This design comes from an exercise in tuning for small area on the open sky130 flow, not from production work. Where RTL was checked, it was by simulation tests only, not by an equivalence proof against the original. No driver is modelled on the clock port, so clock power and skew are understated where the tree is cut down; a real chip needs a root buffer or a tree. Power is estimated from default activity; no workload was simulated.

==> inputs of run a <==
// top
module top (
    input  logic clk_27mhz,
    input  logic reset_n,
    output logic [3:0] keypad_cols,
    input  logic [3:0] keypad_rows,
    input  logic btn_div,
    input  logic btn_quot,
    input  logic btn_rem,
    input  logic btn_clear,
    output logic [7:0] segmentos_out,
    output logic [3:0] anodos_out
);
    localparam int          SN      = 12;
    localparam logic [SN-1:0] SC_TAPS = 12'd2179;
    localparam logic [SN-1:0] SC_X    = 12'd1634;
    localparam logic [SN-1:0] SC_S0   = 12'd3268;
    logic          sc_pressed;
    logic [SN-1:0] sc_t;
    logic [1:0]    col;    
    wire any_row_low = ~&keypad_rows;
    wire sc_end = (sc_t == SC_X);
    wire sc_fb  = (^(sc_t & SC_TAPS)) ^ sc_end;
    always_ff @(posedge clk_27mhz or negedge reset_n) begin
        if (!reset_n) begin
            sc_pressed <= 1'b0;
            sc_t       <= SC_S0;
            col        <= '0;
        end else if (!sc_pressed) begin
            sc_t <= {sc_t[SN-2:0], sc_fb};
  ...
==> flow/config.mk <==
export PLATFORM = sky130hd
export DESIGN_NAME = top
export DESIGN_NICKNAME = top
export VERILOG_FILES = /design/flow/design.v
export SDC_FILE = /design/flow/constraint.sdc
export NUM_CORES = 4
export LEC_CHECK = 0
export CAP_MARGIN = 20
export CORE_MARGIN = 2
export CORE_UTILIZATION = 90
export SLEW_MARGIN = 20
==> flow/constraint.sdc <==
create_clock -name core_clock -period 10.0 [get_ports {clk_27mhz}]
set_input_delay 2.0000 -clock core_clock [delete_from_list [all_inputs] [get_ports {clk_27mhz}]]
set_output_delay 2.0000 -clock core_clock [all_outputs]
set_load 0.01 [all_outputs]
standard.sh (not shown) runs the stock make flow with config.mk's settings and CLKGATE_MAP_FILE= SYNTH_SCRIPT=/design/flow/synth_recipe.tcl, a recipe that flattens the netlist after the stock synthesis.
==> flow/flow/run.sh <==
#!/bin/bash
# Layout flow: the standard synthesis, its combinational logic re-mapped by
# ABC for area (four runs in parallel, the smallest kept; flip-flops
# untouched; the result checked equivalent to the standard netlist), then
# the standard ORFS floorplan-to-finish with small port buffers and a leaner
# clock tree.
set -euo pipefail
HERE=$(pwd)
R=$HERE/orfs/results/$FLOW_PLATFORM/top/base
LIB=$FLOW_HOME/platforms/sky130hd/lib/sky130_fd_sc_hd__tt_025C_1v80.lib

bash standard.sh synth > log_1_synth.txt 2>&1
cp "$R/1_2_yosys.v" "$HERE/synth_std.v"

subst() {  # subst template output run-tag
  sed -e "s|@LIB@|$LIB|g" -e "s|@IN@|$HERE/synth_std.v|g" -e "s|@OUT@|$HERE/synth_area_$3.v|g" \
      -e "s|@ABC@|$HERE/flow/area$3.abc|g" -e "s|@STAT@|$HERE/synth_area_stat_$3.txt|g" \
      -e "s|@HERE@|$HERE|g" "$1" > "$2"
}
pids=()
for k in 0 1 2 3; do
  subst flow/reabc.ys "$HERE/reabc_$k.ys" $k
  yosys -s "$HERE/reabc_$k.ys" > "log_2_reabc_$k.txt" 2>&1 &
  pids+=($!)
done
for p in "${pids[@]}"; do wait "$p" || true; done
best=""; besta=""
for k in 0 1 2 3; do
  a=$(grep "Chip area for module" "$HERE/synth_area_stat_$k.txt" 2>/dev/null | awk '{print $NF}' || true)
  [ -n "$a" ] || continue
  echo "run $k: $a" >> reabc_areas.txt
  if [ -z "$besta" ] || awk "BEGIN{exit !($a < $besta)}"; then best=$k; besta=$a; fi
done
ok=0
if [ -n "$best" ]; then
  cp "$HERE/synth_area_$best.v" "$HERE/synth_area.v"
  sed -e "s|@LIB@|$LIB|g" -e "s|@OUT@|$HERE/synth_area.v|g" flow/check.ys > "$HERE/check.ys"
  sed -e "s|@LIB@|$LIB|g" -e "s|@HERE@|$HERE|g" flow/equiv.ys > "$HERE/equiv.ys"
  if yosys -s "$HERE/check.ys" > log_3_check.txt 2>&1 &&
     python3 flow/cutff.py "$HERE/synth_std.v" "$HERE/cut_std.v" 2> log_4_cut.txt &&
     python3 flow/cutff.py "$HERE/synth_area.v" "$HERE/cut_area.v" 2>> log_4_cut.txt &&
     yosys -s "$HERE/equiv.ys" > log_5_equiv.txt 2>&1; then
    ok=1
  fi
fi
if [ $ok = 1 ]; then
  echo "using the re-mapped netlist of run $best ($besta um2)" > netlist_choice.txt
  cp "$HERE/synth_area.v" "$R/1_2_yosys.v"
  rm -f "$R/1_synth.odb" "$R/1_synth.sdc"
else
  echo "re-mapping failed; using the standard netlist" > netlist_choice.txt
fi

bash standard.sh \
  "BUFFER_PORTS_ARGS=-buffer_cell sky130_fd_sc_hd__buf_1" \
  "CTS_ARGS=$(cat flow/cts_args.txt)" \
  finish > log_6_finish.txt 2>&1
==> flow/flow/cts_args.txt <==
-sink_clustering_enable -repair_clock_nets -dont_use_dummy_load -buf_list sky130_fd_sc_hd__clkbuf_8 -sink_clustering_size 30 -sink_clustering_max_diameter 100
Other scripts of this flow, unchanged in this note and not shown: flow/flow/area0.abc, flow/flow/area1.abc, flow/flow/area2.abc, flow/flow/area3.abc, flow/flow/check.ys, flow/flow/cutff.py, flow/flow/equiv.ys, flow/flow/reabc.ys
==> run b: changes against run a <==
--- a/flow/design.v
+++ b/flow/design.v
@@ -92,37 +92,37 @@
     always_ff @(posedge clk_27mhz) begin
         if (!sc_pressed && (!db_level || tick)) begin
             key_valid <= cur_valid;
             key_val   <= cur_val;
         end
     end
     wire       kd = tick & db_level & key_valid;
     wire [3:0] dv = key_val;
-    logic       s_div, s_quot, s_rem, s_clr;
-    logic [2:0] e_div, e_quot, e_rem, e_clr;
-    always_ff @(posedge clk_27mhz or negedge reset_n) begin
-        if (!reset_n) begin
-            s_div <= 1'b1;  s_quot <= 1'b1;  s_rem <= 1'b1;  s_clr <= 1'b1;
-            e_div <= 3'b0;  e_quot <= 3'b0;  e_rem <= 3'b0;  e_clr <= 3'b0;
-        end else begin
-            s_div  <= btn_div;
-            s_quot <= btn_quot;
-            s_rem  <= btn_rem;
-            s_clr  <= btn_clear;
-            e_div  <= {e_div[1:0],  s_div  & ~btn_div};
-            e_quot <= {e_quot[1:0], s_quot & ~btn_quot};
-            e_rem  <= {e_rem[1:0],  s_rem  & ~btn_rem};
-            e_clr  <= {e_clr[1:0],  s_clr  & ~btn_clear};
-        end
-    end
-    wire opd = e_div[2];
-    wire opq = e_quot[2];
-    wire opr = e_rem[2];
-    wire opc = e_clr[2];
+    logic [2:0] s_div, s_quot, s_rem, s_clr;
+    logic       e_div, e_quot, e_rem, e_clr;
+    always_ff @(posedge clk_27mhz or negedge reset_n) begin
+        if (!reset_n) begin
+            s_div <= 3'b111;  s_quot <= 3'b111;  s_rem <= 3'b111;  s_clr <= 3'b111;
+            e_div <= 1'b0;    e_quot <= 1'b0;    e_rem <= 1'b0;    e_clr <= 1'b0;
+        end else begin
+            s_div  <= {s_div[1:0],  btn_div};
+            s_quot <= {s_quot[1:0], btn_quot};
+            s_rem  <= {s_rem[1:0],  btn_rem};
+            s_clr  <= {s_clr[1:0],  btn_clear};
+            e_div  <= s_div[2]  & ~s_div[1];
+            e_quot <= s_quot[2] & ~s_quot[1];
+            e_rem  <= s_rem[2]  & ~s_rem[1];
+            e_clr  <= s_clr[2]  & ~s_clr[1];
+        end
+    end
+    wire opd = e_div;
+    wire opq = e_quot;
+    wire opr = e_rem;
+    wire opc = e_clr;
     typedef enum logic [2:0] {
         IDLE = 3'd0, SHOW_E = 3'd1, NUM1 = 3'd2, NUM2 = 3'd3,
         SHOW_Q = 3'd4, SHOW_R = 3'd5, CALC_Q = 3'd6, CALC_R = 3'd7
     } state_t;
     state_t st;
     logic [15:0] sr;
     logic [7:0]  dvs;       
     logic        n1z, n2z;  
--- a/flow/flow/run.sh
+++ b/flow/flow/run.sh
@@ -1,14 +1,14 @@
 #!/bin/bash
 # Layout flow: the standard synthesis, its combinational logic re-mapped by
 # ABC for area (four runs in parallel, the smallest kept; flip-flops
 # untouched; the result checked equivalent to the standard netlist), then
-# the standard ORFS floorplan-to-finish with small port buffers and a leaner
-# clock tree.
+# the standard ORFS floorplan-to-finish with small port buffers and a
+# hand-built clock tree.
 set -euo pipefail
 HERE=$(pwd)
 R=$HERE/orfs/results/$FLOW_PLATFORM/top/base
 LIB=$FLOW_HOME/platforms/sky130hd/lib/sky130_fd_sc_hd__tt_025C_1v80.lib
 
 bash standard.sh synth > log_1_synth.txt 2>&1
 cp "$R/1_2_yosys.v" "$HERE/synth_std.v"
 
@@ -46,12 +46,14 @@
 if [ $ok = 1 ]; then
   echo "using the re-mapped netlist of run $best ($besta um2)" > netlist_choice.txt
   cp "$HERE/synth_area.v" "$R/1_2_yosys.v"
   rm -f "$R/1_synth.odb" "$R/1_synth.sdc"
 else
   echo "re-mapping failed; using the standard netlist" > netlist_choice.txt
 fi
 
-bash standard.sh \
-  "BUFFER_PORTS_ARGS=-buffer_cell sky130_fd_sc_hd__buf_1" \
-  "CTS_ARGS=$(cat flow/cts_args.txt)" \
-  finish > log_6_finish.txt 2>&1
+# Placement with small port buffers, then a clock tree of four buffers
+# driven by the clock port (one per cluster of flip-flops), then the rest.
+bash standard.sh "BUFFER_PORTS_ARGS=-buffer_cell sky130_fd_sc_hd__buf_1" place > log_6_place.txt 2>&1
+IN_ODB=$R/3_place.odb IN_SDC=$R/3_place.sdc OUT_ODB=$R/4_1_cts.odb OUT_SDC=$R/4_cts.sdc \
+  NB=4 BUF=sky130_fd_sc_hd__clkbuf_16 openroad -no_init -exit flow/mcts.tcl > log_7_cts.txt 2>&1
+bash standard.sh "BUFFER_PORTS_ARGS=-buffer_cell sky130_fd_sc_hd__buf_1" finish > log_8_finish.txt 2>&1
==> flow/flow/mcts.tcl (new file) <==
# Manual clock tree: the clock port drives NB clock buffers directly, each
# feeding the clock pins of one cluster of flip-flops (k-means on position).
# usage: env IN_ODB IN_SDC OUT_ODB OUT_SDC NB BUF
set P $::env(FLOW_HOME)/platforms/sky130hd
read_lef $P/lef/sky130_fd_sc_hd.tlef
read_lef $P/lef/sky130_fd_sc_hd_merged.lef
read_liberty $P/lib/sky130_fd_sc_hd__tt_025C_1v80.lib
read_db $::env(IN_ODB)
read_sdc $::env(IN_SDC)
source $P/setRC.tcl
set block [ord::get_db_block]
set nb $::env(NB)
set bufm [[ord::get_db] findMaster $::env(BUF)]
set clkport [$block findBTerm clk_27mhz]
set clknet [$clkport getNet]
# sinks: the flip-flop clock pins on the clock net
set sinks {}
foreach it [$clknet getITerms] {
  set inst [$it getInst]
  set bb [$inst getBBox]
  lappend sinks [list $it [expr {([$bb xMin]+[$bb xMax])/2.0}] [expr {([$bb yMin]+[$bb yMax])/2.0}]]
}
puts "sinks: [llength $sinks]"
# k-means, initialised from sinks sorted by angle around the centre
set cx 0; set cy 0
foreach s $sinks { set cx [expr {$cx + [lindex $s 1]}]; set cy [expr {$cy + [lindex $s 2]}] }
set cx [expr {$cx / [llength $sinks]}]; set cy [expr {$cy / [llength $sinks]}]
set sorted [lsort -real -index 3 [lmap s $sinks {concat $s [expr {atan2([lindex $s 2]-$cy, [lindex $s 1]-$cx)}]}]]
set n [llength $sorted]
set cent {}
for {set k 0} {$k < $nb} {incr k} {
  set s [lindex $sorted [expr {int(($k + 0.5) * $n / $nb)}]]
  lappend cent [list [lindex $s 1] [lindex $s 2]]
}
# balanced assignment: each cluster takes at most ceil(n/nb) sinks
set cap [expr {int(ceil(double($n) / $nb))}]
for {set iter 0} {$iter < 30} {incr iter} {
  set pairs {}
  foreach s $sinks {
    for {set k 0} {$k < $nb} {incr k} {
      set c [lindex $cent $k]
      lappend pairs [list [expr {abs([lindex $s 1]-[lindex $c 0]) + abs([lindex $s 2]-[lindex $c 1])}] $k [lindex $s 0] [lindex $s 1] [lindex $s 2]]
    }
  }
  set pairs [lsort -real -index 0 $pairs]
  array unset asg; array unset cnt
  for {set k 0} {$k < $nb} {incr k} { set cnt($k) 0 }
  foreach p $pairs {
    set it [lindex $p 2]
    if {[info exists asg($it)]} continue
    set k [lindex $p 1]
    if {$cnt($k) >= $cap} continue
    set asg($it) [list $k [lindex $p 3] [lindex $p 4]]
    incr cnt($k)
  }
  set newc {}
  for {set k 0} {$k < $nb} {incr k} { set sx($k) 0; set sy($k) 0 }
  foreach it [array names asg] {
    lassign $asg($it) k x y
    set sx($k) [expr {$sx($k)+$x}]; set sy($k) [expr {$sy($k)+$y}]
  }
  for {set k 0} {$k < $nb} {incr k} {
    lappend newc [list [expr {$sx($k)/max(1,$cnt($k))}] [expr {$sy($k)/max(1,$cnt($k))}]]
  }
  set cent $newc
}
# build the tree
for {set k 0} {$k < $nb} {incr k} {
  set inst [odb::dbInst_create $block $bufm "clkbuf_m_$k"]
  set c [lindex $cent $k]
  $inst setLocation [expr {int([lindex $c 0])}] [expr {int([lindex $c 1])}]
  $inst setPlacementStatus PLACED
  set net [odb::dbNet_create $block "clknet_m_$k"]
  $net setSigType CLOCK
  [$inst findITerm A] connect $clknet
  [$inst findITerm X] connect $net
  set bnet($k) $net
  puts "cluster $k: $cnt($k) sinks at $c"
}
foreach it [array names asg] {
  set k [lindex $asg($it) 0]
  $it disconnect
  $it connect $bnet($k)
}
detailed_placement
check_placement -verbose
set_propagated_clock [all_clocks]
estimate_parasitics -placement
report_clock_skew
report_check_types -max_slew -max_capacitance -violators
write_db $::env(OUT_ODB)
write_sdc -no_timestamp $::env(OUT_SDC)
==> flow/config.mk (replaced) <==
export PLATFORM = sky130hd
export DESIGN_NAME = top
export DESIGN_NICKNAME = top
export VERILOG_FILES = /design/flow/design.v
export SDC_FILE = /design/flow/constraint.sdc
export NUM_CORES = 4
export LEC_CHECK = 0
export CAP_MARGIN = 20
export CORE_MARGIN = 2
export CORE_UTILIZATION = 75
export SLEW_MARGIN = 20
removed: flow/flow/cts_args.txt
==> run c: changes against run a <==
--- a/flow/design.v
+++ b/flow/design.v
@@ -114,18 +114,17 @@
             e_clr  <= {e_clr[1:0],  s_clr  & ~btn_clear};
         end
     end
     wire opd = e_div[2];
     wire opq = e_quot[2];
     wire opr = e_rem[2];
     wire opc = e_clr[2];
     typedef enum logic [2:0] {
-        IDLE = 3'd0, SHOW_E = 3'd1, NUM1 = 3'd2, NUM2 = 3'd3,
-        SHOW_Q = 3'd4, SHOW_R = 3'd5, CALC_Q = 3'd6, CALC_R = 3'd7
+        IDLE, NUM1, NUM2, CALC_Q, CALC_R, SHOW_Q, SHOW_R, SHOW_E
     } state_t;
     state_t st;
     logic [15:0] sr;
     logic [7:0]  dvs;       
     logic        n1z, n2z;  
     logic [3:0]  dc;
     localparam logic [3:0] DC_ERR = 4'hF;
     wire       busy  = (dc != 4'd0) && (dc != DC_ERR);
==> flow/config.mk (replaced) <==
export PLATFORM = sky130hd
export DESIGN_NAME = top
export DESIGN_NICKNAME = top
export VERILOG_FILES = /design/flow/design.v
export SDC_FILE = /design/flow/constraint.sdc
export NUM_CORES = 4
export LEC_CHECK = 0
export CAP_MARGIN = 20
export CORE_MARGIN = 2
export CORE_UTILIZATION = 75
export SLEW_MARGIN = 20
==> run d: changes against run a <==
--- a/flow/design.v
+++ b/flow/design.v
@@ -92,37 +92,37 @@
     always_ff @(posedge clk_27mhz) begin
         if (!sc_pressed && (!db_level || tick)) begin
             key_valid <= cur_valid;
             key_val   <= cur_val;
         end
     end
     wire       kd = tick & db_level & key_valid;
     wire [3:0] dv = key_val;
-    logic       s_div, s_quot, s_rem, s_clr;
-    logic [2:0] e_div, e_quot, e_rem, e_clr;
-    always_ff @(posedge clk_27mhz or negedge reset_n) begin
-        if (!reset_n) begin
-            s_div <= 1'b1;  s_quot <= 1'b1;  s_rem <= 1'b1;  s_clr <= 1'b1;
-            e_div <= 3'b0;  e_quot <= 3'b0;  e_rem <= 3'b0;  e_clr <= 3'b0;
-        end else begin
-            s_div  <= btn_div;
-            s_quot <= btn_quot;
-            s_rem  <= btn_rem;
-            s_clr  <= btn_clear;
-            e_div  <= {e_div[1:0],  s_div  & ~btn_div};
-            e_quot <= {e_quot[1:0], s_quot & ~btn_quot};
-            e_rem  <= {e_rem[1:0],  s_rem  & ~btn_rem};
-            e_clr  <= {e_clr[1:0],  s_clr  & ~btn_clear};
-        end
-    end
-    wire opd = e_div[2];
-    wire opq = e_quot[2];
-    wire opr = e_rem[2];
-    wire opc = e_clr[2];
+    logic [2:0] s_div, s_quot, s_rem, s_clr;
+    logic       e_div, e_quot, e_rem, e_clr;
+    always_ff @(posedge clk_27mhz or negedge reset_n) begin
+        if (!reset_n) begin
+            s_div <= 3'b111;  s_quot <= 3'b111;  s_rem <= 3'b111;  s_clr <= 3'b111;
+            e_div <= 1'b0;    e_quot <= 1'b0;    e_rem <= 1'b0;    e_clr <= 1'b0;
+        end else begin
+            s_div  <= {s_div[1:0],  btn_div};
+            s_quot <= {s_quot[1:0], btn_quot};
+            s_rem  <= {s_rem[1:0],  btn_rem};
+            s_clr  <= {s_clr[1:0],  btn_clear};
+            e_div  <= s_div[2]  & ~s_div[1];
+            e_quot <= s_quot[2] & ~s_quot[1];
+            e_rem  <= s_rem[2]  & ~s_rem[1];
+            e_clr  <= s_clr[2]  & ~s_clr[1];
+        end
+    end
+    wire opd = e_div;
+    wire opq = e_quot;
+    wire opr = e_rem;
+    wire opc = e_clr;
     typedef enum logic [2:0] {
         IDLE = 3'd0, SHOW_E = 3'd1, NUM1 = 3'd2, NUM2 = 3'd3,
         SHOW_Q = 3'd4, SHOW_R = 3'd5, CALC_Q = 3'd6, CALC_R = 3'd7
     } state_t;
     state_t st;
     logic [15:0] sr;
     logic [7:0]  dvs;       
     logic        n1z, n2z;  
==> flow/config.mk (replaced) <==
export PLATFORM = sky130hd
export DESIGN_NAME = top
export DESIGN_NICKNAME = top
export VERILOG_FILES = /design/flow/design.v
export SDC_FILE = /design/flow/constraint.sdc
export NUM_CORES = 4
export LEC_CHECK = 0
export CAP_MARGIN = 20
export CORE_MARGIN = 2
export CORE_UTILIZATION = 75
export SLEW_MARGIN = 20
==> summary.txt <==
Synth
  • Net Count, Synth: 435
  • Synth Instances: 425

Floorplan
  • Die height: 79.3 µm
  • Row count: 27
  • Initial Utilization: 0.773

Run status
  • Status: no timing/DRC/antenna violations
Source of the figures above: run b

==> summary.txt <==
Run status
  • Status: no timing/DRC/antenna violations

Power
  • Pwr Total: 0.790 mW
  • PwrDens: 172 mW/mm²

Floorplan
  • Initial Utilization: 0.777
  • Row count: 27

Synth
  • Synth Instances: 428
  • Net Count, Synth: 438
Source of the figures above: run c

==> summary.txt <==
CTS
  • TritonCTS clock tree: yes

Finish
  • # diodes: 0
  • Largest class: sequential cells
  • Fraction of area in registers: 0.586

Power
  • Clk pwr share: 0.257

Synth
  • Synth Instances: 425

Floorplan
  • Row count: 27
  • Initial Utilization: 0.773

Setup path
  • CP required: 8.00 ns

Run status
  • Status: no timing/DRC/antenna violations
Source of the figures above: run d

==> summary.txt <==
Floorplan
  • Die height: 72.9 µm
  • Initial Utilization: 0.916
  • Row count: 25

Run status
  • Stop stage: global placement (3_3_place_gp)
  • Status: did not finish
  • Tool Error: [ERROR GPL-0301] Utilization 101.899 % exceeds 100%.

Synth
  • Syn Std Cell Area: 0.00427 mm²
  • Net Count, Synth: 443
  • Yosys warns: 1
Source of the figures above: run a

Only the layout flow was run in run a; the RTL was not checked for function there. In run b the design's own scripts or RTL, not TritonCTS, make the clock network.

==> separate check: timing with driven ports <==
How much do the figures lean on ideal ports? The routed layouts below were timed once more, with nothing changed but the port constraints.
Step 1 sets driving cells, clkbuf_16 on the clock port and buf_2 on the other inputs (assumed; they add their load-dependent delay and slew).
Step 2 also shifts input and output timing later by t, the mid clock arrival at the registers, as if the neighbouring blocks saw the same clock.
a / b / c = ideal ports / drivers / drivers and shift; a / b = the first two.
run	t, ns	setup slack, ns	worst setup path after step 2	worst register clock-pin slew, ns	worst data-port slew with drivers (ns)
run b	0.234	4.904 / 4.828 / 5.062	register to output	0.10 / 0.10	0.03
run c	0.370	4.517 / 4.487 / 4.857	register to output	0.10 / 0.10	0.03
run d	0.379	4.811 / 4.782 / 5.161	register to output	0.10 / 0.10	0.03
After both steps every run listed still meets setup and hold.
